What follows belongs to an exercise in optimizing a design on an open flow for small area, a short achievable clock period and few clock cycles per item; a production flow would make more cautious choices. Function was checked by simulation only, so behaviour that the tests miss may differ from the original.

`flow/design.v`:
```
module SHA1_hash (
	clk,
	nreset,
	start_hash,
	message_addr,
	message_size,
	hash,
	done,
	port_A_data_in,
	port_A_data_out,
	port_A_addr,
	port_A_we
	);
input          clk;
input          nreset;
input          start_hash;
input  [31:0]  message_addr;
input  [31:0]  message_size;
output [159:0] hash;
output         done;
output [31:0]  port_A_data_in;
input  [31:0]  port_A_data_out;
output [15:0]  port_A_addr;
output         port_A_we;
reg         busy, done, first;
reg  [6:0]  p;
reg         isT1, isT12, cld, rot, memsel, adinc, is15;
reg         fch, fpar, fmaj;
reg         k0, k1, k2, k3;
reg         xiv, x30, xa, nfirst;
reg  [2:0]  ivi;
reg  [31:0] A, B, C, D, F, J;
reg  [31:0] H0, H1, H2, H3, H4;
reg  [511:0] W;              
reg  [13:0] addr;
reg  [7:0]  wc;              
reg         over;            
reg  [1:0]  sz;              
reg  [3:0]  blk;             
assign port_A_we      = 1'b0;
assign port_A_data_in = 32'h0;
assign port_A_addr    = {addr, 2'b00};
assign hash           = {H0, H1, H2, H3, H4};
wire start_go = start_hash & ~busy;
wire [6:0] pinc = (p == 7'd81) ? 7'd0 : p + 7'd1;
wire [6:0] rf   = pinc - 7'd1;       
function [1:0] rng;
	input [6:0] q;
	rng = (q < 20) ? 2'd0 : (q < 40) ? 2'd1 : (q < 60) ? 2'd2 : 2'd3;
endfunction
always @(posedge clk) begin
	if (start_go) begin
		p      <= 7'd78;
		isT1   <= 1'b0;
		isT12  <= 1'b0;
		cld    <= 1'b0;
		rot    <= 1'b1;
		x30    <= 1'b0;
		memsel <= 1'b0;
		adinc  <= 1'b0;
		is15   <= 1'b0;
		fch    <= 1'b0;
		fpar   <= 1'b1;
		fmaj   <= 1'b0;
		k0     <= 1'b0;
		k1     <= 1'b0;
		k2     <= 1'b0;
		k3     <= 1'b1;
		xiv    <= 1'b1;
		xa     <= 1'b0;
		nfirst <= 1'b0;
		ivi    <= 3'd4;
	end else begin
		p      <= pinc;
		isT1   <= (pinc == 7'd0);
		isT12  <= (pinc <= 7'd1);
		cld    <= (pinc == 7'd81) || (pinc == 7'd0);
		rot    <= (pinc >= 7'd78) || (pinc == 7'd0);
		x30    <= !(first && !isT1) && (pinc >= 7'd78) && (pinc <= 7'd80);
		memsel <= (pinc <= 7'd15);
		adinc  <= (pinc == 7'd81) || (pinc <= 7'd14);
		is15   <= (pinc == 7'd15);
		fch    <= (rng(rf) == 2'd0);
		fpar   <= (rng(rf) == 2'd1) || (rng(rf) == 2'd3);
		fmaj   <= (rng(rf) == 2'd2);
		k0     <= (rng(rf) == 2'd0);
		k1     <= (rng(rf) == 2'd1);
		k2     <= (rng(rf) == 2'd2);
		k3     <= (rng(rf) == 2'd3);
		xiv    <= first && !isT1;
		xa     <= !(first && !isT1) && ((pinc == 7'd81) || (pinc == 7'd0));
		nfirst <= !(first && !isT1);
		ivi    <= (pinc == 7'd0) ? 3'd0 : (pinc == 7'd81) ? 3'd1 :
		          (pinc == 7'd80) ? 3'd2 : (pinc == 7'd79) ? 3'd3 : 3'd4;
	end
end
wire [6:0] nbs = message_size[9:3] + 7'd1;    
always @(posedge clk or negedge nreset) begin
	if (!nreset) begin
		busy <= 1'b0;
		done <= 1'b0;
	end else if (start_go) begin
		busy <= 1'b1;
		done <= 1'b0;
	end else if (busy && isT1 && !first && blk == 4'd0) begin
		busy <= 1'b0;
		done <= 1'b1;
	end
end
always @(posedge clk) begin
	if (start_go) begin
		first <= 1'b1;
		blk   <= nbs[6:3];
	end else if (isT1) begin
		first <= 1'b0;
		if (!first && blk != 4'd0)
			blk <= blk - 4'd1;
	end
end
always @(posedge clk) begin
	if (start_go)
		addr <= message_addr[15:2];
	else if (adinc)
		addr <= addr + 14'd1;
end
always @(posedge clk) begin
	if (start_go) begin
		wc   <= message_size[9:2];
		over <= 1'b0;
		sz   <= message_size[1:0];
	end else if (memsel) begin
		if (wc == 8'd0)
			over <= 1'b1;
		else
			wc <= wc - 8'd1;
	end
end
wire [31:0] mbe = {port_A_data_out[7:0], port_A_data_out[15:8],
                   port_A_data_out[23:16], port_A_data_out[31:24]};
reg  [31:0] mmask, mpad;
always @* begin
	if (over) begin
		mmask = 32'h0;
		mpad  = 32'h0;
	end else if (wc == 8'd0) begin
		case (sz)
			2'd0: begin mmask = 32'h00000000; mpad = 32'h80000000; end
			2'd1: begin mmask = 32'hff000000; mpad = 32'h00800000; end
			2'd2: begin mmask = 32'hffff0000; mpad = 32'h00008000; end
			default: begin mmask = 32'hffffff00; mpad = 32'h00000080; end
		endcase
	end else begin
		mmask = 32'hffffffff;
		mpad  = 32'h0;
	end
end
wire        islen = is15 && blk == 4'd0;
wire [31:0] wlen  = islen ? {19'd0, message_size[9:0], 3'd0} : 32'h0;
wire [31:0] wmem  = (mbe & mmask) | mpad | wlen;
wire [31:0] wx  = W[447:416] ^ W[287:256] ^ W[95:64] ^ W[31:0];
wire [31:0] wnw = memsel ? wmem : {wx[30:0], wx[31]};
always @(posedge clk)
	W <= {wnw, W[511:32]};
wire [31:0] Cr = {B[1:0], B[31:2]};            
reg [31:0] Kv, IVv;
always @* begin
	Kv = ({32{k0}} & 32'h5a827999) | ({32{k1}} & 32'h6ed9eba1) |
	     ({32{k2}} & 32'h8f1bbcdc) | ({32{k3}} & 32'hca62c1d6);
	case (ivi)
		3'd0:    IVv = 32'h67452301;
		3'd1:    IVv = 32'hefcdab89;
		3'd2:    IVv = 32'h98badcfe;
		3'd3:    IVv = 32'h10325476;
		default: IVv = 32'hc3d2e1f0;
	endcase
end
wire [31:0] fv = ({32{fch}}  & ((A & Cr) | (~A & C))) |
                 (({32{fpar}} & A) ^ ({32{fpar}} & Cr) ^ ({32{fpar}} & C)) |
                 ({32{fmaj}} & ((A & Cr) | (A & C) | (Cr & C)));
wire [31:0] Xv   = ({32{xiv}} & IVv) | ({32{x30}} & {A[1:0], A[31:2]}) | ({32{xa}} & A);
wire [31:0] Hop  = {32{nfirst}} & H4;
wire [31:0] hsum, Anew, Jn;
sha1_add32 u_hadd (.a(Hop), .b(Xv), .s(hsum));
sha1_add3  u_aadd (.a({A[26:0], A[31:27]}), .b(F), .c(J), .s(Anew));
sha1_add3  u_jadd (.a(D), .b(Kv), .c(W[511:480]), .s(Jn));
always @(posedge clk) begin
	A <= isT12 ? H0 : Anew;
	B <= isT1 ? {H1[29:0], H1[31:30]} : A;
	C <= cld ? H2 : Cr;
	D <= C;
	F <= fv;
	J <= Jn;
end
always @(posedge clk) begin
	if (busy && rot) begin
		H0 <= hsum;
		H1 <= H0;
		H2 <= H1;
		H3 <= H2;
		H4 <= H3;
	end
end
endmodule
module sha1_add3 (a, b, c, s);
input  [31:0] a, b, c;
output [31:0] s;
wire [31:0] cs, cc;
sha1_xor3 u_s (.a(a), .b(b), .c(c), .y(cs));
sha1_maj  u_c (.a(a), .b(b), .c(c), .y(cc));
sha1_add32 u_add (.a(cs), .b({cc[30:0], 1'b0}), .s(s));
endmodule
module sha1_add32 (a, b, s);
input  [31:0] a, b;
output [31:0] s;
wire [31:0] g0, p0, g1, g2, g3, g4, g5;
wire [31:2] p1;
wire [31:4] p2;
wire [31:8] p3;
wire [31:16] p4;
sha1_and #(32) u_g (.a(a), .b(b), .y(g0));
sha1_xor #(32) u_p (.a(a), .b(b), .y(p0));
assign g1[0] = g0[0];
sha1_ao  #(31) u_g1 (.g(g0[31:1]),  .p(p0[31:1]),  .c(g0[30:0]), .y(g1[31:1]));
sha1_and #(30) u_p1 (.a(p0[31:2]),  .b(p0[30:1]),  .y(p1[31:2]));
assign g2[1:0] = g1[1:0];
sha1_ao  #(30) u_g2 (.g(g1[31:2]),  .p(p1[31:2]),  .c(g1[29:0]), .y(g2[31:2]));
sha1_and #(28) u_p2 (.a(p1[31:4]),  .b(p1[29:2]),  .y(p2[31:4]));
assign g3[3:0] = g2[3:0];
sha1_ao  #(28) u_g3 (.g(g2[31:4]),  .p(p2[31:4]),  .c(g2[27:0]), .y(g3[31:4]));
sha1_and #(24) u_p3 (.a(p2[31:8]),  .b(p2[27:4]),  .y(p3[31:8]));
assign g4[7:0] = g3[7:0];
sha1_ao  #(24) u_g4 (.g(g3[31:8]),  .p(p3[31:8]),  .c(g3[23:0]), .y(g4[31:8]));
sha1_and #(16) u_p4 (.a(p3[31:16]), .b(p3[23:8]),  .y(p4[31:16]));
assign g5[15:0] = g4[15:0];
sha1_ao  #(16) u_g5 (.g(g4[31:16]), .p(p4[31:16]), .c(g4[15:0]), .y(g5[31:16]));
assign s[0] = p0[0];
sha1_xor #(31) u_s (.a(p0[31:1]), .b(g5[30:0]), .y(s[31:1]));
endmodule
module sha1_and (a, b, y);
parameter N = 32;
input  [N-1:0] a, b;
output [N-1:0] y;
assign y = a & b;
endmodule
module sha1_xor (a, b, y);
parameter N = 32;
input  [N-1:0] a, b;
output [N-1:0] y;
assign y = a ^ b;
endmodule
module sha1_ao (g, p, c, y);
parameter N = 32;
input  [N-1:0] g, p, c;
output [N-1:0] y;
assign y = g | (p & c);
endmodule
module sha1_xor3 (a, b, c, y);
input  [31:0] a, b, c;
output [31:0] y;
assign y = a ^ b ^ c;
endmodule
module sha1_maj (a, b, c, y);
input  [31:0] a, b, c;
output [31:0] y;
assign y = (a & b) | (a & c) | (b & c);
endmodule
```
`flow/run.sh`:
```
#!/bin/bash
# synth_recipe.tcl (not shown) runs the flow's synth.tcl, then flattens the netlist and writes it again
# the make line also repeats each setting of config.mk as NAME=value (left out here)
make -C /OpenROAD-flow-scripts/flow DESIGN_CONFIG=/design/flow/config.mk WORK_HOME=/design/flow/orfs CLKGATE_MAP_FILE= SYNTH_SCRIPT=/design/flow/synth_recipe.tcl finish
```
`flow/config.mk`:
```
export PLATFORM = sky130hd
export DESIGN_NAME = SHA1_hash
export DESIGN_NICKNAME = SHA1_hash
export VERILOG_FILES = /design/flow/design.v
export SDC_FILE = /design/flow/constraint.sdc
export NUM_CORES = 4
export LEC_CHECK = 0
export CAP_MARGIN = 20
export CORE_MARGIN = 2
export CORE_UTILIZATION = 45
export PLACE_DENSITY = 0.6
export SETUP_SLACK_MARGIN = 3.6
export SLEW_MARGIN = 20
export SYNTH_HIERARCHICAL = 1
export SYNTH_MINIMUM_KEEP_SIZE = 0
```
`flow/constraint.sdc`:
```
create_clock -name core_clock -period 6.3 [get_ports {clk}]
set_input_delay 1.2600 -clock core_clock [delete_from_list [all_inputs] [get_ports {clk}]]
set_output_delay 1.2600 -clock core_clock [all_outputs]
set_load 0.01 [all_outputs]
```
==> flow_summary_export.csv, run 1 <==
group,metric,value,unit
status,status,"timing/DRC/antenna clean",
cts,clk_transition_reported_paths,0.06,ns
placed_design,dpl.hpwl,73.1,mm
setup_path,critical_path_peak_fanout,6,
grt,pin_count_of_the_biggest_net_entering_global_routing,161,
die,floorplan.initialDensity,0.454,
timing,timing.final.crit_share,0.449,
routing,drt-wirelength-per-cell,22.0,um
die,ios,309,
die,design.die.area,0.0833,mm2
routing,vias,23800,
timing,finalWorstPathRequiredPeriod,2.83,ns
final_layout,multi_input_area,0.0165,mm2
final_layout,final_util,0.564,
timing,finClkSkew,0.0320,ns
setup_path,data_arrival_time_of_the_critical_path,3.36,ns
final_layout,largest_register_ffs,512,
die,core-area,0.0803,mm2
setup_path,worst_r2r_startpoint,"k1",
placed_design,gp_congestion,0.849,
timing,fin_setup_tns,0,ns
routing,drtPass1Iterations,5,
setup_path,crit-reg2reg-capture,"J[29]",
synthesis,ys_warn_count,7,
cts,clock_sinks,922,
timing,slew-limit-headroom,0.273,
timing,fmaxAchievable,0.353,GHz
die,die_width,289,um
setup_path,cp-end-kind,"flop",
cts,numCtsBuffers,94,
cts,cts-root-to-sink-buffers,3,
cts,tritoncts_clock_tree,"done",
min_path,timing.hold.worst_endpoint,"W[417]",
grt,grt_pass1_vias,24000,
setup_path,setup.reg_to_reg.worst_slack,3.47,ns
cts,number_of_buffers_added_to_fix_hold_violations_after_cts,0,
cts,clkLatencyLatePin,0.67,ns
min_path,min_path_cells,0,
routing,remaining_antenna_violation_count_after_routing,0,
setup_path,path_delay_family,"compound AO/OA/AOI/OAI gates",
timing,slew_viols_final,0,
final_layout,fillers,6823,
final_layout,fraction_of_layout_instances_using_a_drive_strength_above_1,0.205,
min_path,worst_hold_path_type,"reg2reg",
setup_path,cp-start-kind,"flop",
final_layout,regArea,0.0205,mm2
routing,drc,0,
setup_path,crit_slowest_cell,"dfxtp_4",
routing,routed_wl,102,mm
grt,antenna_found_initial,7,
setup_path,crit_top_cell,"a21o_1",
synthesis,synthesis.area,0.0364,mm2
grt,gr-usage-all-layers,0.241,
setup_path,r2r.worst_path.cells,10,
synthesis,count_of_mapped_cells_out_of_synthesis,3027,
setup_path,crit_path_max_incr_delay,0.39,ns
die,placement_rows,104,
setup_path,critical_path_buf_inv_count,0,
job,drv.max_cap_violation_count,0,
final_layout,layout-area-overhead-vs-synth,24.2,%
setup_path,worst-endpoint-required,6.83,ns
setup_path,launching_element_of_the_worst_setup_path,"k1",
cts,htreeDepth,3,
grt,globalRoute.totalOverflow,0,
setup_path,critPathKind,"reg2reg",
synthesis,postSynthAreaPerCell,12.0,um2
timing,worst_pin_slew,1.09,ns
timing,grt_setup_unrepaired,"true",
final_layout,final_net_count,3582,
grt,grt_first_pass_wirelength,149,mm
timing,final_hold_viol_count,0,
final_layout,max_flop_register,"W",
min_path,timing.hold.worst.start,"W[449]",
cts,ctsRootBufferMaster,"clkbuf_16",
setup_path,worstPathCellList,"or2_4, or2_4, maj3_2, xor2_4, and2_4, a21o_1, a21o_1, a21o_1, a21o_1, xor2_1",
placed_design,place.port_buffers,233,
routing,vias_per_cell,5.15,
routing,drtIter0Drc,1450,
die,chipHeight,289,um
timing,setup_viol,0,
-- worst max path at each step --
| stage | slack, ns | to | cells past startpoint |
|---|---|---|---|
| floorplan | 3.57 | J[30] | 12 |
| global placement | 2.82 | x30 | 8 |
| detailed placement | 2.80 | x30 | 8 |
| CTS | 3.46 | H0[31] | 10 |
| global route | 3.44 | J[29] | 10 |
| finish | 3.47 | J[29] | 10 |
-- stage by stage --
| stage | hold slack [ns] | area, um2 | std cells | setup slack (ns) |
|---|---|---|---|---|
| floorplan | 0.310 | 36700 | 3065 | 3.57 |
| global placement | 0.310 | 39900 | 4270 | 2.82 |
| detailed placement | 0.312 | 39900 | 4270 | 2.80 |
| CTS | 0.307 | 44500 | 4577 | 3.46 |
| global route | 0.327 | 45300 | 4616 | 3.44 |
| finish | 0.316 | 45300 | 4617 | 3.47 |
-- repair_timing --
action,CTS,global route
gates cloned,0,1
setup endpoints to repair,256,78
gates resized for setup,352,129
pin swaps,30,61
buffers inserted,130,38
-- cell type report --
type	count	area share
Timing Repair Buffer	413	0.0786
Inverter	13	0.00127
Clock inverter	56	0.0165
Multi-Input combinational cell	2031	0.365
Tap cell	1060	0.0293
Clock buffer	121	0.0558
Sequential cell	922	0.453
Antenna cell	1	0.0000553
-- metal layers --
metal / vias to the layer above / GRT usage / part of all wire
met5: - / 0 / 0
met1: 11700 / 0.329 / 0.46
met4: 0 / 0.0912 / 0.035
met3: 154 / 0.0300 / 0.041
met2: 653 / 0.391 / 0.47
li1: 11300 / - / -
-- layout by cell type, fill, tap and decap left out, types with 10 or more instances in the layout --
cell and count:
dfxtp_1 680, and2_1 371, a21o_1 362, edfxtp_1 188, xor2_1 177, buf_4 168, dlygate4sd2_1 137, nor2_1 134
nand2_1 97, mux2_2 97, xnor2_1 95, clkbuf_16 94, nor3_1 67, xor2_2 67, maj3_2 62, a21oi_1 60
xor3_1 58, clkdlybuf4s50_1 58, o21ai_0 46, and2_4 41, conb_1 41, dfxtp_4 36, clkdlybuf4s15_1 34, maj3_1 31
nor4bb_1 31, a221o_1 28, clkbuf_1 20, clkinv_2 19, nand3_1 17, dfxtp_2 16, a22oi_1 13, bufinv_16 12
inv_1 11, a21o_4 10
-- worst register-to-register path, cell delays in order, from the launching register on --
cell and delay, ns:
dfxtp_4 0.39, or2_4 0.31, or2_4 0.30, maj3_2 0.37, xor2_4 0.18, and2_4 0.17
a21o_1 0.20, a21o_1 0.18, a21o_1 0.17, a21o_1 0.23, xor2_1 0.18
Testbench counts, summed over its fixed seeds: cycles 68,472, messages 96.
==> inputs of run 2 (changes only) <==
--- a/flow/config.mk
+++ b/flow/config.mk
@@ -7,8 +7,8 @@
 export LEC_CHECK = 0
 export CAP_MARGIN = 20
 export CORE_MARGIN = 2
-export CORE_UTILIZATION = 45
-export PLACE_DENSITY = 0.6
+export CORE_UTILIZATION = 65
+export PLACE_DENSITY = 0.75
 export SETUP_SLACK_MARGIN = 3.6
 export SLEW_MARGIN = 20
 export SYNTH_HIERARCHICAL = 1
==> flow_summary_export.csv, run 2 <==
group,metric,value,unit
setup_path,critical_path_buf_inv_count,0,
min_path,worst_hold_path_type,"reg2reg",
routing,drtIter0Drc,2661,
synthesis,count_of_mapped_cells_out_of_synthesis,3027,
placed_design,placement.cell_area,0.0395,mm2
routing,remaining_antenna_violation_count_after_routing,0,
final_layout,max_flop_register,"W",
placed_design,gp_congestion,0.946,
synthesis,synthesis.area,0.0364,mm2
setup_path,cp-end-kind,"flop",
timing,worst_pin_slew,1.06,ns
synthesis,ys_warn_count,7,
die,design.die.area,0.0580,mm2
timing,slew-limit-headroom,0.295,
final_layout,fraction_of_layout_instances_using_a_drive_strength_above_1,0.202,
final_layout,layout.cells.most_common,"dfxtp_1",
die,die_width,241,um
cts,clk_transition_reported_paths,0.08,ns
setup_path,worst-endpoint-required,6.86,ns
routing,drtPass1Iterations,5,
timing,holdWs,0.323,ns
final_layout,final_net_count,3554,
timing,finalWorstPathRequiredPeriod,3.11,ns
timing,slew_viols_final,0,
setup_path,data_arrival_time_of_the_critical_path,3.66,ns
routing,drc,0,
timing,fin_setup_tns,0,ns
cts,htreeDepth,3,
status,status,"timing/DRC/antenna clean",
grt,grt_first_pass_wirelength,163,mm
final_layout,final_util,0.806,
timing,setup_viol,0,
timing,fmaxAchievable,0.322,GHz
setup_path,crit_top_cell,"and2_1",
die,placement_rows,86,
job,drv.max_cap_violation_count,0,
cts,ctsRootBufferMaster,"clkbuf_16",
routing,routed_wl,115,mm
final_layout,layout-area-overhead-vs-synth,22.4,%
timing,finClkSkew,0.0479,ns
grt,pin_count_of_the_biggest_net_entering_global_routing,85,
timing,timing.final.crit_share,0.493,
cts,number_of_buffers_added_to_fix_hold_violations_after_cts,0,
routing,vias,25900,
setup_path,path_delay_family,"simple AND/OR/NAND/NOR gates",
synthesis,postSynthAreaPerCell,12.0,um2
setup_path,critical_path_peak_fanout,9,
final_layout,fillers,2984,
routing,routed-wl-met3,10.0,mm
routing,met1Wirelength,44.3,mm
die,ios,309,
placed_design,dpl.hpwl,71.9,mm
final_layout,largest_register_ffs,512,
setup_path,critPathKind,"reg2reg",
cts,clkLatencyLatePin,0.67,ns
placed_design,dpl_worst_slack,2.83,ns
grt,grt_pass1_vias,26000,
grt,antenna_found_initial,5,
setup_path,crit_path_max_incr_delay,0.39,ns
grt,globalRoute.totalOverflow,0,
setup_path,worstPathCellList,"or2_4, or2_4, xor3_1, xor2_4, and2_1, and2_1, and2_1, and2_1, a21o_4, xor2_1",
final_layout,mostFrequentLayoutCells,"dfxtp_1, and2_1, a21o_1",
cts,cts-root-to-sink-buffers,3,
grt,gr-usage-all-layers,0.382,
setup_path,cp-start-kind,"flop",
routing,route.met2.wl,54.9,mm
routing,top_signal_layer_used,"met5",
die,chipHeight,241,um
cts,clock_sinks,922,
timing,grt_setup_unrepaired,"true",
cts,numCtsBuffers,86,
timing,worst_slack,3.19,ns
cts,tritoncts_clock_tree,"done",
timing,final_hold_viol_count,0,
setup_path,crit_slowest_cell,"dfxtp_4",
placed_design,place.port_buffers,233,
final_layout,design_area,0.0446,mm2
routing,drt-wirelength-per-cell,26.9,um
die,floorplan.initialDensity,0.659,
routing,vias_per_cell,6.07,
die,core-area,0.0553,mm2
-- run 2: cell count changes in the layout (fill, tap and decap cells not counted), moves of 5 or more --
cell and change:
buf_4 -20, clkbuf_1 -16, clkinv_4 +6, dfxtp_4 -7, clkbuf_8 +8, clkbuf_16 -6
xor2_4 +5
-- run 2: through the flow --
step | std cells
2_1_floorplan | 3065
5_1_grt | 4268
3_5_place_dp | 3961
3_3_place_gp | 3961
4_1_cts | 4212
6_report | 4270
-- run 2: worst paths after layout --
path	from	endpoint	slack [ns]	cells after the start
worst max-delay path	k1	J[26]	3.19	10
worst min-delay path	W[133]	W[101]	0.32	0
worst max register to register	k1	J[26]	3.19	10
worst min register to register	W[133]	W[101]	0.32	0
max in group asynchronous	nreset	done	5.41	1
min in group asynchronous	nreset	busy	0.77	1
-- run 2: worst register-to-register path: stages, from the launching register on --
cell     delay [ns]
dfxtp_4        0.39
or2_4          0.30
or2_4          0.33
xor3_1         0.34
xor2_4         0.27
and2_1         0.24
and2_1         0.21
and2_1         0.26
and2_1         0.21
a21o_4         0.18
xor2_1         0.26
-- run 2: final cells by class --
class | count | area, um2 | share of cell area
flip-flops and latches | 922 | 20500 | 0.459
multi-input cells | 2031 | 16600 | 0.372
repair buffers | 393 | 3420 | 0.0767
clock buffers | 107 | 2420 | 0.0543
well taps | 748 | 936 | 0.0210
clock inverters | 54 | 697 | 0.0156
inverters | 13 | 55.1 | 0.00123
diodes | 2 | 5.00 | 0.000112
-- run 2: repair_timing --
action	in CTS	in global routing
setup buffers	88	55
pin swaps	35	62
resized for setup	333	137
endpoints found under the setup margin	269	108
cloned	2	1
-- run 2: per-layer routing --
layer	up-vias	track usage
li1	11200	-
met1	12700	0.480
met2	1594	0.639
met3	411	0.0857
met4	4	0.159
met5	-	0
==> inputs of run 3 (changes only) <==
--- a/flow/design.v
+++ b/flow/design.v
@@ -26,9 +26,8 @@
 reg  [6:0]  p;
 reg         isT1, isT12, cld, rot, memsel, adinc, is15;
 reg         fch, fpar, fmaj;
-reg         k0, k1, k2, k3;
 reg         xiv, x30, xa, nfirst;
-reg  [2:0]  ivi;
+reg  [31:0] Kv, IVv;        
 reg  [31:0] A, B, C, D, F, J;
 reg  [31:0] H0, H1, H2, H3, H4;
 reg  [511:0] W;              
@@ -43,7 +42,6 @@
 assign hash           = {H0, H1, H2, H3, H4};
 wire start_go = start_hash & ~busy;
 wire [6:0] pinc = (p == 7'd81) ? 7'd0 : p + 7'd1;
-wire [6:0] rf   = pinc - 7'd1;       
 function [1:0] rng;
 	input [6:0] q;
 	rng = (q < 20) ? 2'd0 : (q < 40) ? 2'd1 : (q < 60) ? 2'd2 : 2'd3;
@@ -62,36 +60,36 @@
 		fch    <= 1'b0;
 		fpar   <= 1'b1;
 		fmaj   <= 1'b0;
-		k0     <= 1'b0;
-		k1     <= 1'b0;
-		k2     <= 1'b0;
-		k3     <= 1'b1;
 		xiv    <= 1'b1;
 		xa     <= 1'b0;
 		nfirst <= 1'b0;
-		ivi    <= 3'd4;
+		Kv     <= 32'hca62c1d6;
+		IVv    <= 32'hc3d2e1f0;
 	end else begin
 		p      <= pinc;
-		isT1   <= (pinc == 7'd0);
-		isT12  <= (pinc <= 7'd1);
-		cld    <= (pinc == 7'd81) || (pinc == 7'd0);
-		rot    <= (pinc >= 7'd78) || (pinc == 7'd0);
-		x30    <= !(first && !isT1) && (pinc >= 7'd78) && (pinc <= 7'd80);
-		memsel <= (pinc <= 7'd15);
-		adinc  <= (pinc == 7'd81) || (pinc <= 7'd14);
-		is15   <= (pinc == 7'd15);
-		fch    <= (rng(rf) == 2'd0);
-		fpar   <= (rng(rf) == 2'd1) || (rng(rf) == 2'd3);
-		fmaj   <= (rng(rf) == 2'd2);
-		k0     <= (rng(rf) == 2'd0);
-		k1     <= (rng(rf) == 2'd1);
-		k2     <= (rng(rf) == 2'd2);
-		k3     <= (rng(rf) == 2'd3);
+		isT1   <= (p == 7'd81);
+		isT12  <= (p == 7'd81) || (p == 7'd0);
+		cld    <= (p == 7'd80) || (p == 7'd81);
+		rot    <= (p >= 7'd77);
+		x30    <= !(first && !isT1) && (p >= 7'd77) && (p <= 7'd79);
+		memsel <= (p == 7'd81) || (p <= 7'd14);
+		adinc  <= (p >= 7'd80) || (p <= 7'd13);
+		is15   <= (p == 7'd14);
+		fch    <= (rng(p) == 2'd0);
+		fpar   <= (rng(p) == 2'd1) || (rng(p) == 2'd3);
+		fmaj   <= (rng(p) == 2'd2);
+		case (rng(p))
+			2'd0:    Kv <= 32'h5a827999;
+			2'd1:    Kv <= 32'h6ed9eba1;
+			2'd2:    Kv <= 32'h8f1bbcdc;
+			default: Kv <= 32'hca62c1d6;
+		endcase
 		xiv    <= first && !isT1;
-		xa     <= !(first && !isT1) && ((pinc == 7'd81) || (pinc == 7'd0));
+		xa     <= !(first && !isT1) && ((p == 7'd80) || (p == 7'd81));
 		nfirst <= !(first && !isT1);
-		ivi    <= (pinc == 7'd0) ? 3'd0 : (pinc == 7'd81) ? 3'd1 :
-		          (pinc == 7'd80) ? 3'd2 : (pinc == 7'd79) ? 3'd3 : 3'd4;
+		IVv    <= (p == 7'd81) ? 32'h67452301 : (p == 7'd80) ? 32'hefcdab89 :
+		          (p == 7'd79) ? 32'h98badcfe : (p == 7'd78) ? 32'h10325476 :
+		          32'hc3d2e1f0;
 	end
 end
 wire [6:0] nbs = message_size[9:3] + 7'd1;    
@@ -162,18 +160,6 @@
 always @(posedge clk)
 	W <= {wnw, W[511:32]};
 wire [31:0] Cr = {B[1:0], B[31:2]};            
-reg [31:0] Kv, IVv;
-always @* begin
-	Kv = ({32{k0}} & 32'h5a827999) | ({32{k1}} & 32'h6ed9eba1) |
-	     ({32{k2}} & 32'h8f1bbcdc) | ({32{k3}} & 32'hca62c1d6);
-	case (ivi)
-		3'd0:    IVv = 32'h67452301;
-		3'd1:    IVv = 32'hefcdab89;
-		3'd2:    IVv = 32'h98badcfe;
-		3'd3:    IVv = 32'h10325476;
-		default: IVv = 32'hc3d2e1f0;
-	endcase
-end
 wire [31:0] fv = ({32{fch}}  & ((A & Cr) | (~A & C))) |
                  (({32{fpar}} & A) ^ ({32{fpar}} & Cr) ^ ({32{fpar}} & C)) |
                  ({32{fmaj}} & ((A & Cr) | (A & C) | (Cr & C)));
==> flow/flow/run.sh (new file) <==
#!/bin/bash
# The standard layout, with the port buffers made as buf_1 cells instead of
# the resizer's default choice (a delay buffer). Full output in standard.log.
set -e
export BUFFER_PORTS_ARGS="-buffer_cell sky130_fd_sc_hd__buf_1"
bash standard.sh > standard.log 2>&1
==> flow/standard.sh (new file) <==
#!/bin/bash
# synth_recipe.tcl (not shown) runs the flow's synth.tcl, then flattens the netlist and writes it again
# the make line also repeats each setting of config.mk as NAME=value (left out here)
make -C /OpenROAD-flow-scripts/flow DESIGN_CONFIG=/design/flow/config.mk WORK_HOME=/design/flow/orfs CLKGATE_MAP_FILE= SYNTH_SCRIPT=/design/flow/synth_recipe.tcl "${@:-finish}"
--- a/flow/config.mk
+++ b/flow/config.mk
@@ -7,8 +7,8 @@
 export LEC_CHECK = 0
 export CAP_MARGIN = 20
 export CORE_MARGIN = 2
-export CORE_UTILIZATION = 65
-export PLACE_DENSITY = 0.75
+export CORE_UTILIZATION = 45
+export PLACE_DENSITY = 0.6
 export SETUP_SLACK_MARGIN = 3.6
 export SLEW_MARGIN = 20
 export SYNTH_HIERARCHICAL = 1
removed: flow/run.sh
==> flow_summary_export.csv, run 3 <==
group,metric,value,unit
status,status,"timing/DRC/antenna clean",
cts,clk_transition_reported_paths,0.06,ns
final_layout,design_area,0.0426,mm2
setup_path,launching_element_of_the_worst_setup_path,"x30",
grt,globalRoute.totalOverflow,0,
final_layout,fraction_of_layout_instances_using_a_drive_strength_above_1,0.155,
die,core-area,0.0802,mm2
die,ios,309,
grt,antenna_found_initial,6,
cts,numCtsBuffers,93,
setup_path,crit-reg2reg-capture,"H0[17]",
synthesis,synthesis.area,0.0363,mm2
placed_design,gp_congestion,0.918,
cts,cts-root-to-sink-buffers,3,
die,floorplan.initialDensity,0.453,
final_layout,max_flop_register,"W",
synthesis,ys_warn_count,7,
setup_path,worst-endpoint-required,6.69,ns
grt,grt_pass1_vias,23100,
setup_path,critical_path_peak_fanout,16,
min_path,worst_hold_path_type,"reg2reg",
routing,drtIter0Drc,1184,
min_path,min_path_cells,0,
synthesis,postSynthAreaPerCell,12.3,um2
job,drv.max_cap_violation_count,0,
timing,grt_setup_unrepaired,"true",
routing,drtPass1Iterations,5,
routing,vias_per_cell,5.13,
min_path,timing.hold.worst.start,"W[293]",
grt,pin_count_of_the_biggest_net_entering_global_routing,68,
die,chipHeight,288,um
placed_design,placement.cell_area,0.0382,mm2
setup_path,worst_r2r_startpoint,"x30",
cts,number_of_buffers_added_to_fix_hold_violations_after_cts,0,
routing,vias,22600,
cts,tritoncts_clock_tree,"done",
routing,routed_wl,96.7,mm
setup_path,setup.reg_to_reg.worst_slack,3.63,ns
routing,drc,0,
cts,ctsRootBufferMaster,"clkbuf_16",
setup_path,cp-end-kind,"flop",
timing,timing.final.crit_share,0.424,
timing,fin_setup_tns,0,ns
timing,setup_viol,0,
grt,grt_first_pass_wirelength,141,mm
final_layout,final_net_count,3389,
timing,worst_pin_slew,0.989,ns
setup_path,crit_end,"H0[17]",
timing,slew-limit-headroom,0.339,
timing,finalWorstPathRequiredPeriod,2.67,ns
timing,slew_viols_final,0,
placed_design,dpl.hpwl,72.0,mm
setup_path,cp-start-kind,"flop",
final_layout,largest_register_ffs,512,
setup_path,data_arrival_time_of_the_critical_path,3.06,ns
synthesis,count_of_mapped_cells_out_of_synthesis,2951,
cts,clkLatencyLatePin,0.68,ns
setup_path,r2r.worst_path.cells,10,
routing,drt-wirelength-per-cell,21.9,um
routing,remaining_antenna_violation_count_after_routing,0,
cts,htreeDepth,3,
cts,clock_sinks,933,
die,die_width,288,um
timing,fmaxAchievable,0.374,GHz
timing,finClkSkew,0.0584,ns
final_layout,layout-area-overhead-vs-synth,17.2,%
final_layout,layout.cells.most_common,"dfxtp_1",
final_layout,mostFrequentLayoutCells,"dfxtp_1, and2_1, a21o_1",
placed_design,place.port_buffers,233,
grt,gr-usage-all-layers,0.228,
final_layout,fillers,7009,
die,placement_rows,104,
setup_path,critPathKind,"reg2reg",
die,design.die.area,0.0830,mm2
timing,final_hold_viol_count,0,
==> run 3: cell types whose count changed in the layout (fill, tap and decap cells not counted), sizes merged, moves of 26 or more <==
cell / change
or4bb: +31
a21oi: -34
clkdlybuf4s50: -58
nor4: +31
a211oi: +32
nor4bb: -31
dlygate4sd2: -136
nor2: -91
a221o: -28
clkdlybuf4s15: -31
nor3: -64
nand2: +36
a22oi: +26
buf: +120
==> run 3: how the worst min path moves through the flow <==
stage	to	slack, ns
finish	W[261]	0.32
global route	W[74]	0.32
CTS	W[138]	0.31
detailed placement	W[64]	0.31
global placement	W[67]	0.31
floorplan	W[0]	0.31
==> run 3: worst max-delay path: stages (launching register included) <==
cell and delay (ns):
dfxtp_4 0.39, buf_6 0.18, a22oi_1 0.20, nand2_1 0.16
xor2_2 0.23, and2_1 0.20, and2_1 0.20, and2_1 0.26
and2_1 0.19, a21o_1 0.21, xor2_1 0.16
==> run 3: per-layer routing <==
metal / wire (um) / global-route usage / vias up
met5: 0 / 0 / -
met3: 3940 / 0.0334 / 153
met1: 42300 / 0.299 / 11100
li1: - / - / 10800
met4: 2810 / 0.0698 / 0
met2: 47700 / 0.391 / 520
==> run 3: timing repair <==
| item | CTS | global route |
|---|---|---|
| setup buffers | 8 | 32 |
| endpoints found under the setup margin | 74 | 48 |
| pin swaps | 10 | 31 |
| endpoints found under the hold margin | 0 | 0 |
| cloned | 0 | 0 |
| resized for setup | 95 | 89 |
==> run 3: layout make-up <==
class,count,area (um2),share of cell area
Sequential cell,933,20700,0.487
Multi-Input combinational cell,1946,15800,0.372
Clock buffer,132,2690,0.0632
Timing Repair Buffer,284,1350,0.0317
Tap cell,1060,1330,0.0312
Clock inverter,40,589,0.0138
Inverter,16,60.1,0.00141
Antenna cell,3,7.51,0.000176
==> run 3: per-stage QoR <==
| step | instances | setup slack, ns | hold slack, ns | utilization |
|---|---|---|---|---|
| 5_1_grt | 4411 | 3.58 | 0.317 | 0.531 |
| 3_3_place_gp | 4199 | 2.89 | 0.310 | 0.477 |
| 6_report | 4414 | 3.63 | 0.316 | 0.531 |
| 3_5_place_dp | 4199 | 2.85 | 0.312 | 0.477 |
| 2_1_floorplan | 2994 | 3.87 | 0.310 | - |
| 4_1_cts | 4379 | 3.59 | 0.310 | 0.523 |
Testbench counts of run 3, summed over its fixed seeds: cycles 68,472, messages 96.
==> inputs of run 4 (changes only) <==
--- a/flow/config.mk
+++ b/flow/config.mk
@@ -8,6 +8,8 @@
 export CAP_MARGIN = 20
 export CORE_MARGIN = 2
 export CORE_UTILIZATION = 45
+export CTS_CLUSTER_DIAMETER = 70
+export CTS_CLUSTER_SIZE = 28
 export PLACE_DENSITY = 0.6
 export SETUP_SLACK_MARGIN = 3.6
 export SLEW_MARGIN = 20
==> flow_summary_export.csv, run 4 <==
group,metric,value,unit
synthesis,ys_warn_count,7,
routing,routed_wl,95.4,mm
timing,fmaxAchievable,0.372,GHz
final_layout,final_util,0.511,
die,chipHeight,288,um
timing,slew-limit-headroom,0.349,
grt,gr-usage-all-layers,0.226,
die,floorplan.initialDensity,0.453,
grt,antenna_found_initial,6,
cts,clock_sinks,933,
die,design.die.area,0.0830,mm2
setup_path,data_arrival_time_of_the_critical_path,3.21,ns
grt,pin_count_of_the_biggest_net_entering_global_routing,68,
cts,numCtsBuffers,52,
die,die_width,288,um
grt,globalRoute.totalOverflow,0,
final_layout,layout.cells.most_common,"dfxtp_1",
timing,final_hold_viol_count,0,
synthesis,postSynthAreaPerCell,12.3,um2
routing,vias_per_cell,5.15,
synthesis,count_of_mapped_cells_out_of_synthesis,2951,
timing,timing.final.crit_share,0.427,
final_layout,fraction_of_layout_instances_using_a_drive_strength_above_1,0.134,
cts,cts-root-to-sink-buffers,3,
grt,grt_pass1_vias,22600,
cts,clkLatencyLatePin,0.65,ns
setup_path,critPathKind,"reg2reg",
timing,fin_setup_tns,0,ns
routing,drt-wirelength-per-cell,22.1,um
timing,finClkSkew,0.0425,ns
setup_path,cp-end-kind,"flop",
placed_design,dpl.hpwl,72.0,mm
cts,htreeDepth,2,
routing,vias,22200,
final_layout,fillers,7169,
routing,drc,0,
placed_design,place.port_buffers,233,
die,ios,309,
routing,drtIter0Drc,1214,
cts,number_of_buffers_added_to_fix_hold_violations_after_cts,0,
die,core-area,0.0802,mm2
routing,remaining_antenna_violation_count_after_routing,0,
final_layout,layout-area-overhead-vs-synth,12.8,%
timing,setup_viol,0,
setup_path,critical_path_peak_fanout,4,
status,status,"timing/DRC/antenna clean",
cts,clk_transition_reported_paths,0.10,ns
routing,drtPass1Iterations,5,
min_path,worst_hold_path_type,"reg2reg",
final_layout,max_flop_register,"W",
final_layout,largest_register_ffs,512,
timing,worst_pin_slew,0.974,ns
setup_path,cp-start-kind,"flop",
final_layout,final_net_count,3338,
cts,ctsRootBufferMaster,"clkbuf_16",
job,drv.max_cap_violation_count,0,
timing,slew_viols_final,0,
grt,grt_first_pass_wirelength,140,mm
placed_design,gp_congestion,0.918,
setup_path,worst-endpoint-required,6.82,ns
cts,tritoncts_clock_tree,"done",
final_layout,mostFrequentLayoutCells,"dfxtp_1, and2_1, a21o_1",
timing,grt_setup_unrepaired,"true",
die,placement_rows,104,
synthesis,synthesis.area,0.0363,mm2
timing,finalWorstPathRequiredPeriod,2.69,ns
==> run 4: stage by stage <==
stage / instance area [um2] / hold WS [ns] / worst slack, ns / std cells
2_1_floorplan: 36500 / 0.310 / 3.87 / 2994
3_3_place_gp: 38200 / 0.310 / 2.89 / 4199
3_5_place_dp: 38200 / 0.312 / 2.85 / 4199
4_1_cts: 40400 / 0.318 / 3.55 / 4296
5_1_grt: 41000 / 0.316 / 3.54 / 4315
6_report: 41000 / 0.324 / 3.61 / 4316
==> run 4: repair_timing <==
| action | 4_1_cts | 5_1_grt |
|---|---|---|
| setup endpoints to repair | 75 | 48 |
| pin swaps | 4 | 20 |
| gates cloned | 0 | 0 |
| setup buffers | 11 | 19 |
| endpoints found under the hold margin | 0 | 0 |
| resized for setup | 79 | 95 |
==> run 4: worst max-delay path, stage by stage, from the launching register on <==
cell and delay [ns]:
dfxtp_2 0.37, xor3_2 0.47, xor2_2 0.28, and2_1 0.24
and2_1 0.19, and2_1 0.21, and2_1 0.14, a21o_1 0.25
xor2_2 0.13, mux2_2 0.27
==> run 4: final timing paths <==
check                      cells after the start  slack (ns)     end  startpoint
max                                            9        3.61   A[26]       J[19]
min reg2reg                                    0        0.32  W[156]      W[188]
max in group asynchronous                      1        5.78    done      nreset
min                                            0        0.32  W[156]      W[188]
min in group asynchronous                      1        0.39    busy      nreset
max reg2reg                                    9        3.61   A[26]       J[19]
==> run 4: area by class of cell <==
class	instances	area, um2	share of cell area
flip-flops and latches	933	20700	0.506
multi-input cells	1946	15800	0.386
clock buffers	57	1340	0.0327
well taps	1060	1330	0.0324
repair buffers	274	1270	0.0310
clock inverters	29	453	0.0111
inverters	16	60.1	0.00147
diodes	1	2.50	0.0000611
==> run 4: layer usage <==
layer	up-vias	global-route usage	part of all wire	wire length [um]
met4	0	0.0641	0.028	2700
met5	-	0	0	0
li1	10700	-	-	-
met3	117	0.0246	0.033	3150
met2	413	0.391	0.49	47100
met1	11000	0.298	0.44	42500
==> inputs of run 5 (changes only) <==
==> flow/run.sh (new file) <==
#!/bin/bash
# synth_recipe.tcl (not shown) runs the flow's synth.tcl, then flattens the netlist and writes it again
# the make line also repeats each setting of config.mk as NAME=value (left out here)
make -C /OpenROAD-flow-scripts/flow DESIGN_CONFIG=/design/flow/config.mk WORK_HOME=/design/flow/orfs CLKGATE_MAP_FILE= SYNTH_SCRIPT=/design/flow/synth_recipe.tcl finish
--- a/flow/config.mk
+++ b/flow/config.mk
@@ -8,8 +8,6 @@
 export CAP_MARGIN = 20
 export CORE_MARGIN = 2
 export CORE_UTILIZATION = 45
-export CTS_CLUSTER_DIAMETER = 70
-export CTS_CLUSTER_SIZE = 28
 export PLACE_DENSITY = 0.6
 export SETUP_SLACK_MARGIN = 3.6
 export SLEW_MARGIN = 20
removed: flow/flow/run.sh
removed: flow/standard.sh
==> flow_summary_export.csv, run 5 <==
group,metric,value,unit
final_layout,final_net_count,3479,
setup_path,cp-end-kind,"flop",
synthesis,postSynthAreaPerCell,12.3,um2
setup_path,worstPathCellList,"xor3_2, xor2_2, and2_1, a21o_1, a21o_1, a21o_1, a21o_1, xor2_1, mux2_2",
final_layout,fraction_of_layout_instances_using_a_drive_strength_above_1,0.170,
cts,numCtsBuffers,94,
die,die_width,288,um
cts,clk_transition_reported_paths,0.06,ns
timing,setup_viol,0,
timing,slew_viols_final,0,
timing,slew-limit-headroom,0.291,
setup_path,worst-path-stages,9,
setup_path,path_delay_family,"XOR/XNOR gates",
grt,grt_pass1_vias,23200,
final_layout,max_flop_register,"W",
setup_path,crit_slowest_cell,"xor3_2",
cts,clock_sinks,933,
setup_path,data_arrival_time_of_the_critical_path,3.21,ns
timing,fmaxAchievable,0.373,GHz
timing,grt_setup_unrepaired,"true",
timing,fin_setup_tns,0,ns
setup_path,r2r.worst_path.cells,9,
die,design.die.area,0.0830,mm2
timing,finClkSkew,0.0474,ns
grt,antenna_found_initial,8,
routing,vias,23200,
setup_path,crit_top_cell,"a21o_1",
placed_design,place.port_buffers,233,
min_path,worst_hold_path_type,"reg2reg",
die,placement_rows,104,
cts,cts-root-to-sink-buffers,3,
min_path,timing.hold.worst.start,"W[197]",
cts,number_of_buffers_added_to_fix_hold_violations_after_cts,0,
routing,drt-wirelength-per-cell,22.4,um
synthesis,ys_warn_count,7,
synthesis,count_of_mapped_cells_out_of_synthesis,2951,
final_layout,post_route_insts_no_fill,4505,
setup_path,critPathKind,"reg2reg",
cts,htreeDepth,3,
die,core-area,0.0802,mm2
routing,remaining_antenna_violation_count_after_routing,0,
placed_design,placedCellCount,4198,
routing,drtPass1Iterations,5,
final_layout,fillers,6981,
setup_path,worst_r2r_startpoint,"J[5]",
routing,vias_per_cell,5.14,
timing,final_hold_viol_count,0,
grt,pin_count_of_the_biggest_net_entering_global_routing,71,
final_layout,layout-area-overhead-vs-synth,21.9,%
die,floorplan.initialDensity,0.453,
cts,ctsRootBufferMaster,"clkbuf_16",
job,drv.max_cap_violation_count,0,
placed_design,dpl_worst_slack,2.86,ns
placed_design,dpl.hpwl,72.3,mm
timing,worst_pin_slew,1.06,ns
setup_path,cp-start-kind,"flop",
routing,routed_wl,101,mm
cts,tritoncts_clock_tree,"done",
grt,globalRoute.totalOverflow,0,
grt,grt_first_pass_wirelength,145,mm
timing,holdWs,0.307,ns
cts,clkLatencyLatePin,0.67,ns
min_path,min_path_cells,0,
status,status,"timing/DRC/antenna clean",
setup_path,critical_path_buf_inv_count,0,
timing,finalWorstPathRequiredPeriod,2.68,ns
final_layout,mostFrequentLayoutCells,"dfxtp_1, and2_1, a21o_1",
setup_path,launching_element_of_the_worst_setup_path,"J[5]",
final_layout,largest_register_ffs,512,
final_layout,layout.cells.most_common,"dfxtp_1",
setup_path,worst-endpoint-required,6.83,ns
grt,gr-usage-all-layers,0.236,
routing,drc,0,
setup_path,critical_path_peak_fanout,4,
die,chipHeight,288,um
routing,drtIter0Drc,1400,
die,ios,309,
setup_path,crit_path_max_incr_delay,0.48,ns
timing,timing.final.crit_share,0.425,
synthesis,synthesis.area,0.0363,mm2
placed_design,gp_congestion,0.880,
timing,worst_slack,3.62,ns
## run 5: layout make-up
type                            count  area, um2  share of cell area
Clock buffer                      130       2660              0.0600
Multi-Input combinational cell   1946      15700               0.355
Clock inverter                     44        558              0.0126
Sequential cell                   933      20700               0.468
Inverter                           16       60.1             0.00136
Timing Repair Buffer              373       3260              0.0735
Antenna cell                        3       7.51            0.000170
Tap cell                         1060       1330              0.0299
## run 5: worst paths after layout
path	endpoint	slack (ns)
setup reg to reg	A[30]	3.62
max in group asynchronous	done	5.38
setup / recovery	A[30]	3.62
min in group asynchronous	busy	0.79
hold / removal	W[165]	0.31
hold reg to reg	W[165]	0.31
## run 5: timing repair
action                                 4_1_cts  5_1_grt
pin swaps                                    0       19
endpoints found under the hold margin        0        0
setup endpoints to repair                  251       62
gates resized for setup                    290       82
setup buffers                              101       29
## run 5: through the flow
step                area [um2]   util
global route             44300  0.552
finish                   44300  0.552
CTS                      43700  0.545
floorplan                36500      -
global placement         39700  0.495
detailed placement       39700  0.495
## run 5: routing by layer
layer,GRT usage,vias to the layer above,part of all wire
li1,-,11000,-
met1,0.315,11400,0.45
met2,0.399,554,0.48
met3,0.0298,150,0.041
met4,0.0710,0,0.030
met5,0,-,0
==> inputs of run 6 (changes only) <==
--- a/flow/design.v
+++ b/flow/design.v
@@ -167,15 +167,16 @@
 wire [31:0] Hop  = {32{nfirst}} & H4;
 wire [31:0] hsum, Anew, Jn;
 sha1_add32 u_hadd (.a(Hop), .b(Xv), .s(hsum));
-sha1_add3  u_aadd (.a({A[26:0], A[31:27]}), .b(F), .c(J), .s(Anew));
+wire [31:0] Am   = {32{~isT12}} & {A[26:0], A[31:27]};
+sha1_add3  u_aadd (.a(Am), .b(F), .c(J), .s(Anew));
 sha1_add3  u_jadd (.a(D), .b(Kv), .c(W[511:480]), .s(Jn));
 always @(posedge clk) begin
-	A <= isT12 ? H0 : Anew;
+	A <= Anew;
 	B <= isT1 ? {H1[29:0], H1[31:30]} : A;
 	C <= cld ? H2 : Cr;
 	D <= C;
-	F <= fv;
-	J <= Jn;
+	F <= cld ? hsum : fv;
+	J <= {32{~cld}} & Jn;
 end
 always @(posedge clk) begin
 	if (busy && rot) begin
--- a/flow/config.mk
+++ b/flow/config.mk
@@ -13,3 +13,4 @@
 export SLEW_MARGIN = 20
 export SYNTH_HIERARCHICAL = 1
 export SYNTH_MINIMUM_KEEP_SIZE = 0
+export TNS_END_PERCENT = 10
==> flow_summary_export.csv, run 6 <==
group,metric,value,unit
timing,fin_setup_tns,0,ns
final_layout,layout-area-overhead-vs-synth,22.0,%
cts,clkLatencyLatePin,0.68,ns
placed_design,dpl.hpwl,75.0,mm
die,placement_rows,104,
die,die_width,290,um
routing,drtIter0Drc,1435,
final_layout,mostFrequentLayoutCells,"dfxtp_1, and2_1, a21o_1",
setup_path,cp-start-kind,"flop",
cts,numCtsBuffers,95,
timing,finClkSkew,0.0637,ns
routing,drc,0,
placed_design,placedCellCount,4323,
final_layout,design_area,0.0450,mm2
routing,vias_per_cell,5.25,
min_path,worst_hold_path_type,"reg2reg",
setup_path,crit_end,"hash[69]",
setup_path,worst-path-stages,1,
placed_design,placement.cell_area,0.0401,mm2
final_layout,layout.cells.most_common,"dfxtp_1",
final_layout,final_util,0.557,
grt,antenna_found_initial,4,
routing,drtPass1Iterations,7,
placed_design,place.port_buffers,233,
setup_path,worst-endpoint-required,5.04,ns
cts,clk_transition_reported_paths,0.06,ns
cts,tritoncts_clock_tree,"done",
setup_path,r2r.worst_path.cells,12,
final_layout,fillers,6822,
final_layout,multi_input_area,0.0165,mm2
synthesis,synthesis.area,0.0369,mm2
die,design.die.area,0.0843,mm2
setup_path,path_delay_family,"buffers and inverters",
setup_path,crit_slowest_cell,"clkdlybuf4s50_1",
grt,grt_first_pass_wirelength,154,mm
final_layout,post_route_insts_no_fill,4588,
setup_path,launching_element_of_the_worst_setup_path,"H2[5]",
grt,gr-usage-all-layers,0.241,
die,chipHeight,290,um
timing,final_hold_viol_count,0,
timing,grt_setup_unrepaired,"true",
timing,slew_viols_final,0,
setup_path,critical_path_buf_inv_count,1,
grt,grt_pass1_vias,24800,
synthesis,count_of_mapped_cells_out_of_synthesis,3117,
cts,htreeDepth,3,
routing,drt-wirelength-per-cell,22.6,um
timing,setup_viol,0,
setup_path,setup.reg_to_reg.worst_slack,3.50,ns
cts,cts-root-to-sink-buffers,3,
timing,finalWorstPathRequiredPeriod,2.87,ns
timing,timing.final.crit_share,0.456,
setup_path,cp-end-kind,"output pin",
final_layout,largest_register_ffs,512,
die,ios,309,
die,core-area,0.0808,mm2
timing,fmaxAchievable,0.348,GHz
setup_path,worstPathCellList,"clkdlybuf4s50_1",
timing,slew-limit-headroom,0.279,
final_layout,max_flop_register,"W",
die,floorplan.initialDensity,0.456,
status,status,"timing/DRC/antenna clean",
setup_path,worst_r2r_startpoint,"x30",
job,drv.max_cap_violation_count,0,
timing,worst_pin_slew,1.08,ns
cts,ctsRootBufferMaster,"clkbuf_16",
routing,remaining_antenna_violation_count_after_routing,0,
routing,routed_wl,104,mm
placed_design,gp_congestion,0.976,
setup_path,crit_path_max_incr_delay,0.57,ns
setup_path,critical_path_peak_fanout,2,
setup_path,crit-reg2reg-capture,"F[18]",
setup_path,critPathKind,"reg2out",
grt,globalRoute.totalOverflow,0,
grt,pin_count_of_the_biggest_net_entering_global_routing,154,
cts,clock_sinks,933,
synthesis,postSynthAreaPerCell,11.8,um2
synthesis,ys_warn_count,7,
routing,vias,24100,
final_layout,fraction_of_layout_instances_using_a_drive_strength_above_1,0.164,
final_layout,final_net_count,3559,
setup_path,data_arrival_time_of_the_critical_path,1.61,ns
final_layout,regArea,0.0207,mm2
-- run 6: changes by cell type in the layout (fill, tap and decap cells not counted), moves of 33 or more --
cell,delta
a31oi_1,+64
buf_4,-47
clkdlybuf4s15_1,-42
clkdlybuf4s50_1,+135
dlygate4sd2_1,-100
mux2_2,-33
nand2_1,-34
nor2_1,+55
nor2b_1,+41
nor4bb_1,+33
xor2_1,-40
-- run 6: timing repair --
item | in CTS | in global routing
buffers inserted | 77 | 4
setup endpoints to repair | 282 | 253
endpoints found under the hold margin | 0 | 0
pin swaps | 34 | 20
cloned | 1 | 2
resized for setup | 149 | 107
hold buffers | 0 | 0
-- run 6: layer usage --
layer	share of wire	global-route usage	vias to the layer above
met4	0.034	0.0826	0
met5	0	0	-
met2	0.47	0.402	635
met1	0.45	0.321	11900
li1	-	-	11400
met3	0.043	0.0356	169
-- run 6: through the flow --
step	worst slack (ns)	hold WS (ns)
3_5_place_dp	2.82	0.312
6_report	3.43	0.319
4_1_cts	3.39	0.325
3_3_place_gp	2.85	0.310
5_1_grt	3.37	0.326
2_1_floorplan	3.83	0.310
-- run 6: area by class of cell --
cell class / count / area share
multi-input cells: 2066 / 0.366
diodes: 3 / 0.000167
repair buffers: 329 / 0.0704
clock inverters: 42 / 0.0120
well taps: 1060 / 0.0295
clock buffers: 136 / 0.0612
inverters: 19 / 0.00159
flip-flops and latches: 933 / 0.459
-- run 6: worst min-delay path by stage --
stage / from / cells past startpoint / to / slack (ns)
floorplan: W[32] / 0 / W[0] / 0.31
global placement: W[450] / 0 / W[418] / 0.31
detailed placement: W[110] / 0 / W[78] / 0.31
CTS: W[371] / 0 / W[339] / 0.32
global route: W[191] / 0 / W[159] / 0.33
finish: W[364] / 0 / W[332] / 0.32
Testbench counts of run 6, summed over its fixed seeds: cycles 68,472, messages 96.
==> inputs of run 7 (changes only) <==
--- a/flow/design.v
+++ b/flow/design.v
@@ -192,7 +192,9 @@
 input  [31:0] a, b, c;
 output [31:0] s;
 wire [31:0] cs, cc;
-sha1_xor3 u_s (.a(a), .b(b), .c(c), .y(cs));
+wire [31:0] bc;
+sha1_xor #(32) u_bc (.a(b), .b(c), .y(bc));
+sha1_xor #(32) u_s  (.a(a), .b(bc), .y(cs));
 sha1_maj  u_c (.a(a), .b(b), .c(c), .y(cc));
 sha1_add32 u_add (.a(cs), .b({cc[30:0], 1'b0}), .s(s));
 endmodule
@@ -241,11 +243,6 @@
 output [N-1:0] y;
 assign y = g | (p & c);
 endmodule
-module sha1_xor3 (a, b, c, y);
-input  [31:0] a, b, c;
-output [31:0] y;
-assign y = a ^ b ^ c;
-endmodule
 module sha1_maj (a, b, c, y);
 input  [31:0] a, b, c;
 output [31:0] y;
==> flow/flow/run.sh (new file) <==
#!/bin/bash
# The standard layout, with the port buffers made as buf_1 cells instead of
# the resizer's default choice (a delay buffer). Full output in standard.log.
set -e
export BUFFER_PORTS_ARGS="-buffer_cell sky130_fd_sc_hd__buf_1"
bash standard.sh > standard.log 2>&1
==> flow/standard.sh (new file) <==
#!/bin/bash
# synth_recipe.tcl (not shown) runs the flow's synth.tcl, then flattens the netlist and writes it again
# the make line also repeats each setting of config.mk as NAME=value (left out here)
make -C /OpenROAD-flow-scripts/flow DESIGN_CONFIG=/design/flow/config.mk WORK_HOME=/design/flow/orfs CLKGATE_MAP_FILE= SYNTH_SCRIPT=/design/flow/synth_recipe.tcl "${@:-finish}"
--- a/flow/config.mk
+++ b/flow/config.mk
@@ -13,4 +13,3 @@
 export SLEW_MARGIN = 20
 export SYNTH_HIERARCHICAL = 1
 export SYNTH_MINIMUM_KEEP_SIZE = 0
-export TNS_END_PERCENT = 10
removed: flow/run.sh
==> flow_summary_export.csv, run 7 <==
group,metric,value,unit
setup_path,crit_top_cell,"a21o_1",
setup_path,cp-end-kind,"flop",
final_layout,layout.cells.most_common,"dfxtp_1",
final_layout,layout-area-overhead-vs-synth,18.5,%
grt,grt_pass1_vias,23800,
synthesis,ys_warn_count,7,
setup_path,worstPathCellList,"buf_12, a22oi_1, nand2_1, xor2_2, a21o_1, a21o_1, a21o_1, a21o_4, a21o_1, xor2_2, nand2_1, o41ai_2",
timing,fmaxAchievable,0.367,GHz
die,ios,309,
cts,numCtsBuffers,94,
setup_path,worst-endpoint-required,6.80,ns
cts,cts-root-to-sink-buffers,3,
die,die_width,289,um
grt,gr-usage-all-layers,0.226,
synthesis,count_of_mapped_cells_out_of_synthesis,3181,
routing,drt-wirelength-per-cell,21.0,um
grt,globalRoute.totalOverflow,0,
setup_path,critical_path_buf_inv_count,1,
routing,drtPass1Iterations,6,
timing,slew_viols_final,0,
final_layout,max_flop_register,"W",
final_layout,regArea,0.0207,mm2
setup_path,crit_path_max_incr_delay,0.33,ns
status,status,"timing/DRC/antenna clean",
placed_design,placement.cell_area,0.0382,mm2
timing,grt_setup_unrepaired,"true",
final_layout,largest_register_ffs,512,
synthesis,postSynthAreaPerCell,11.5,um2
placed_design,place.port_buffers,233,
setup_path,data_arrival_time_of_the_critical_path,3.23,ns
placed_design,gp_congestion,0.874,
die,placement_rows,104,
routing,remaining_antenna_violation_count_after_routing,0,
timing,slew-limit-headroom,0.309,
die,design.die.area,0.0833,mm2
timing,fin_setup_tns,0,ns
final_layout,fillers,7032,
cts,clkLatencyLatePin,0.67,ns
die,core-area,0.0804,mm2
timing,final_hold_viol_count,0,
final_layout,fraction_of_layout_instances_using_a_drive_strength_above_1,0.163,
grt,antenna_found_initial,3,
cts,clk_transition_reported_paths,0.06,ns
grt,pin_count_of_the_biggest_net_entering_global_routing,153,
placed_design,dpl_worst_slack,2.77,ns
routing,vias_per_cell,5.18,
placed_design,dpl.hpwl,71.7,mm
setup_path,path_delay_family,"compound AO/OA/AOI/OAI gates",
final_layout,final_net_count,3598,
synthesis,synthesis.area,0.0365,mm2
cts,tritoncts_clock_tree,"done",
setup_path,crit_slowest_cell,"dfxtp_1",
routing,drtIter0Drc,1446,
die,floorplan.initialDensity,0.454,
timing,finClkSkew,0.0433,ns
routing,vias,23900,
job,drv.max_cap_violation_count,0,
routing,routed_wl,97.4,mm
timing,setup_viol,0,
placed_design,placedCellCount,4387,
final_layout,multi_input_area,0.0163,mm2
cts,ctsRootBufferMaster,"clkbuf_16",
setup_path,critical_path_peak_fanout,32,
routing,drc,0,
setup_path,cp-start-kind,"flop",
timing,finalWorstPathRequiredPeriod,2.73,ns
timing,worst_slack,3.57,ns
final_layout,post_route_insts_no_fill,4625,
setup_path,critPathKind,"reg2reg",
cts,clock_sinks,933,
timing,worst_pin_slew,1.04,ns
final_layout,design_area,0.0432,mm2
die,chipHeight,289,um
min_path,worst_hold_path_type,"reg2reg",
timing,timing.final.crit_share,0.433,
final_layout,mostFrequentLayoutCells,"dfxtp_1, and2_1, a21o_1",
cts,htreeDepth,3,
grt,grt_first_pass_wirelength,142,mm
[run 7: final timing paths]
| path | from | endpoint | slack, ns | cells after the start |
|---|---|---|---|---|
| max | x30 | F[30] | 3.57 | 12 |
| min | W[137] | W[105] | 0.32 | 0 |
| max in group asynchronous | nreset | busy | 5.78 | 1 |
| max reg2reg | x30 | F[30] | 3.57 | 12 |
| min in group asynchronous | nreset | busy | 0.38 | 1 |
| min reg2reg | W[137] | W[105] | 0.32 | 0 |
[run 7: metrics by stage]
| stage | utilization | hold slack, ns |
|---|---|---|
| floorplan | - | 0.310 |
| global placement | 0.476 | 0.310 |
| detailed placement | 0.476 | 0.312 |
| CTS | 0.524 | 0.314 |
| global route | 0.538 | 0.323 |
| finish | 0.538 | 0.317 |
[run 7: layer usage]
metal,GRT usage,routed length (um),up-vias
met2,0.380,47300,666
met4,0.0751,2750,0
met3,0.0309,4260,149
li1,-,-,11500
met5,0,0,-
met1,0.300,43000,11700
[run 7: repair_timing]
| item | 4_1_cts | 5_1_grt |
|---|---|---|
| cloned | 0 | 2 |
| gates resized for setup | 96 | 147 |
| hold endpoints to repair | 0 | 0 |
| buffers inserted | 15 | 43 |
| setup endpoints to repair | 98 | 69 |
| hold buffers | 0 | 0 |
| pin swaps | 23 | 75 |
[run 7: cell type report]
cell class | instances | share of cell area
sequential | 933 | 0.478
tap | 1060 | 0.0307
timing repair buffer | 305 | 0.0354
clock buffer | 128 | 0.0614
inverter | 19 | 0.00165
multi-input combinational | 2130 | 0.376
clock inverter | 47 | 0.0161
antenna | 3 | 0.000174
Testbench counts of run 7, summed over its fixed seeds: cycles 68,472, messages 96.

==> port drivers added, routing unchanged <==
Ports are ideal in the flow. The routed layouts listed here were re-timed in OpenROAD. Step 1 assumes that a clkbuf_16 drives the clock port and a buf_2 every other input. Step 2 moves the port delays by t, midway between the first and last clock arrival at a register: inputs arrive t later, outputs are due t later. That takes back most of the time a late clock gives input paths. Three values: no drivers, after step 1, after step 2; two values: the first two.
| run | t (ns) | slack for setup (ns) | hold WS [ns] | clock arrival spread, ns | worst data-port slew with drivers (ns) |
|---|---|---|---|---|---|
| run 1 | 0.718 | 3.471 / 3.471 / 3.059 | 0.316 / 0.316 / 0.316 | 0.033 / 0.033 | 0.05 |
| run 2 | 0.712 | 3.192 / 3.192 / 3.169 | 0.323 / 0.323 / 0.323 | 0.049 / 0.049 | 0.05 |
| run 3 | 0.718 | 3.627 / 3.601 / 3.515 | 0.316 / 0.316 / 0.316 | 0.059 / 0.060 | 0.04 |
| run 4 | 0.699 | 3.613 / 3.579 / 3.508 | 0.324 / 0.324 / 0.324 | 0.046 / 0.046 | 0.04 |
| run 5 | 0.718 | 3.621 / 3.555 / 3.109 | 0.307 / 0.307 / 0.307 | 0.049 / 0.049 | 0.05 |
| run 6 | 0.712 | 3.430 / 3.364 / 2.972 | 0.319 / 0.319 / 0.319 | 0.064 / 0.063 | 0.06 |
| run 7 | 0.722 | 3.573 / 3.573 / 3.243 | 0.317 / 0.317 / 0.317 | 0.047 / 0.047 | 0.04 |
After both steps setup and hold are still met in every run listed. The setup slack of run 5, which loses most, moves by -0.066 ns with the drivers and by -0.512 ns with both steps.
